This is an optimization exercise on Yosys and OpenROAD, whose aim is small area, not a production implementation.
Function was checked by simulation only, so behaviour that the tests miss may differ from the original.
Power and IR drop assume default switching activity.

R:
// SnakeTop
module SnakeTop (
  input  wire        clk,
  input  wire        btnC,
  input  wire        PS2Clk,
  input  wire        PS2Data,
  output wire [6:0]  seg,
  output wire [3:0]  an,
  output wire        dp,
  output wire [3:0]  vgaRed,
  output wire [3:0]  vgaGreen,
  output wire [3:0]  vgaBlue,
  output wire        Hsync,
  output wire        Vsync
);
  reg [6:0] db_cnt;
  reg       db_max_q;
  reg       rst;
  wire      db_max = (db_cnt == 7'h7f);
  always @(posedge clk) begin
    db_max_q <= db_max;
    if (btnC) begin
      if (!db_max) db_cnt <= db_cnt + 7'd1;
    end else begin
      if (db_cnt != 7'd0) db_cnt <= db_cnt - 7'd1;
    end
    rst <= db_max & ~db_max_q;
  end
  reg       ps2c_s1, ps2c_s2, ps2c_s3, ps2d_s1, ps2d_s2;
  always @(posedge clk) begin
    if (rst) begin
      ps2c_s1 <= 1'b1; ps2c_s2 <= 1'b1; ps2c_s3 <= 1'b1;
      ps2d_s1 <= 1'b1; ps2d_s2 <= 1'b1;
    end else begin
      ps2c_s1 <= PS2Clk; ps2c_s2 <= ps2c_s1; ps2c_s3 <= ps2c_s2;
      ps2d_s1 <= PS2Data; ps2d_s2 <= ps2d_s1;
    end
  end
  wire ps2_fall = ps2c_s3 & ~ps2c_s2;
  reg [3:0] bit_count;
  reg [9:1] shift_reg;
  reg       got_make, skip_next, ps2_pulse, sync1, keyPressed;
  reg [7:0] scancode;
  wire [7:0] data_byte = shift_reg[8:1];
  always @(posedge clk) begin
    if (rst) begin
      bit_count <= 4'd0;
      shift_reg <= 9'd0;
      got_make  <= 1'b0;
      skip_next <= 1'b0;
      ps2_pulse <= 1'b0;
      scancode  <= 8'd0;
      sync1     <= 1'b0;
  ...
Size in the first run: roughly 2,900 cells after synthesis, about 30 I/O pins.
export LEC_CHECK = 0
export CAP_MARGIN = 10
export CORE_MARGIN = 2
export CORE_UTILIZATION = 75
export PLACE_DENSITY = 0.9
export SLEW_MARGIN = 10
create_clock -name core_clock -period 10.0 [get_ports {clk}]
standard.sh (not shown) runs the stock make flow with config.mk's settings and CLKGATE_MAP_FILE= SYNTH_SCRIPT=/design/flow/synth_recipe.tcl, a recipe that flattens the netlist after the stock synthesis.
==> flow/flow/run.sh <==
#!/bin/bash
# Standard ORFS layout, except that:
#  - the combinational logic of the standard synthesis netlist is re-mapped by
#    ABC for area; registers (names and cell types) are left as they are, and
#    the result is proven equivalent to the standard netlist (registers cut)
#    before it is used;
#  - CTS inserts no dummy loads and uses clkbuf_8 sink clusters;
#  - port buffers are buf_1.
set -euo pipefail
R=orfs/results/$FLOW_PLATFORM/SnakeTop/base
LIB=$FLOW_HOME/platforms/$FLOW_PLATFORM/lib/sky130_fd_sc_hd__tt_025C_1v80.lib
bash standard.sh synth > synth.log 2>&1
cp $R/1_2_yosys.v std_synth.v
DONT=$(grep -oE 'sky130_fd_sc_hd__(probe|probec|lpflow)_[a-z0-9_]+' $FLOW_HOME/platforms/$FLOW_PLATFORM/config.mk | sort -u | tr '\n' ' ')
REGS=$(grep -oE '^\s*sky130_fd_sc_hd__(dfxtp|edfxtp|dfxbp|dfrtp|dfrbp|dfstp|dfsbp|dfbbp|dfbbn|sdf|sedf|dlx|dlrtp)[a-z0-9_]*' std_synth.v | tr -d ' ' | sort -u | tr '\n' ' ')
KEEP="$REGS sky130_fd_sc_hd__conb_1"
echo "registers: $REGS" > reopt_cells.txt
ok=0
if LIB=$LIB IN_V=std_synth.v OUT_V=reopt.v TOP=$FLOW_TOP KEEP_CELLS="$KEEP" DONT_USE="$DONT" \
     ABC_SCRIPT=flow/area.abc yosys -c flow/reopt.tcl > reopt.log 2>&1; then
  python3 flow/cut.py std_synth.v std_cut.v "$REGS" > cut.log 2>&1
  python3 flow/cut.py reopt.v reopt_cut.v "$REGS" >> cut.log 2>&1
  if LIB=$LIB GOLD_V=std_cut.v GATE_V=reopt_cut.v TOP=$FLOW_TOP \
       yosys -c flow/eqv.tcl > eqv.log 2>&1; then
    ok=1
  fi
fi
if [[ $ok == 1 ]]; then
  echo "using the re-mapped netlist" > netlist_choice.txt
  cp reopt.v $R/1_2_yosys.v
  rm -f $R/1_synth.odb $R/1_synth.sdc
else
  echo "re-mapping failed or not proven equivalent; using the standard netlist" > netlist_choice.txt
fi
CTS_ARGS="-sink_clustering_enable -repair_clock_nets -dont_use_dummy_load -sink_clustering_size 16 -sink_clustering_max_diameter 60 -buf_list sky130_fd_sc_hd__clkbuf_8"
bash standard.sh "CTS_ARGS=$CTS_ARGS" "BUFFER_PORTS_ARGS=-buffer_cell sky130_fd_sc_hd__buf_1" finish > layout.log 2>&1
Other scripts of this flow, unchanged in this note and not shown: flow/flow/area.abc, flow/flow/cut.py, flow/flow/eqv.tcl, flow/flow/reopt.tcl
R reached the final stage; the timing, design-rule and antenna checks on its layout passed.
For Q, these inputs were changed with respect to R:
# R
export LEC_CHECK = 0
export CAP_MARGIN = 10
export CORE_MARGIN = 2
export CORE_UTILIZATION = 75
export PLACE_DENSITY = 0.9
export SLEW_MARGIN = 10
create_clock -name core_clock -period 10.0 [get_ports {clk}]
# Q
export LEC_CHECK = 0
export CAP_MARGIN = 10
export CORE_MARGIN = 2
export CORE_UTILIZATION = 60
export CTS_BUF_LIST = sky130_fd_sc_hd__clkbuf_8
export CTS_CLUSTER_DIAMETER = 60
export CTS_CLUSTER_SIZE = 16
export PLACE_DENSITY = 0.75
export SLEW_MARGIN = 10
create_clock -name core_clock -period 10.0 [get_ports {clk}]
[summary]
A critical path launch point of hcount[2] is what R shows, while hcount[8] belongs to Q.
Lower global router's overall resource usage was reported by Q, not R.
On overall overflow remaining after global route, Q tracks R almost exactly.
Q ended up with c_v[0] as its capture point of the critical path; R ended up with c_v[1].
Diff R -> Q: final cell utilization of the core shows a reduction of 16 points, internal portion of total power rose by about 0.66%.
Routed via count divided by cell count, Q and R: smaller value in Q
Between R and Q, the flow reports first-pass GRT wire length decreasing by more than 10%.

==> afterwards: timing with drivers on the ports <==
How much do the figures lean on ideal ports? The routed layouts below were timed once more, with nothing changed but the port constraints. Step 1: set_driving_cell puts a clkbuf_16 on clk and a buf_2 on each other input, an assumption about the parent block. Step 2 adds t to the input delays and takes it off the output delays; t is the mean of the earliest and latest rising clock arrival at the registers after step 1. Input paths then give back, and output paths get back, about the clock's delay inside the block. a / b / c = ideal ports / drivers / drivers and shift; a / b = the first two.
run	shift t [ns]	slack for setup (ns)	hold slack, ns	worst setup path after step 2	worst data-port slew with drivers (ns)
R	0.648	3.256 / 3.256 / 3.256	0.312 / 0.312 / 0.312	register to register	0.03
Q	0.686	3.322 / 3.322 / 3.322	0.278 / 0.278 / 0.278	register to register	0.05
After both steps setup and hold are still met in every run listed.
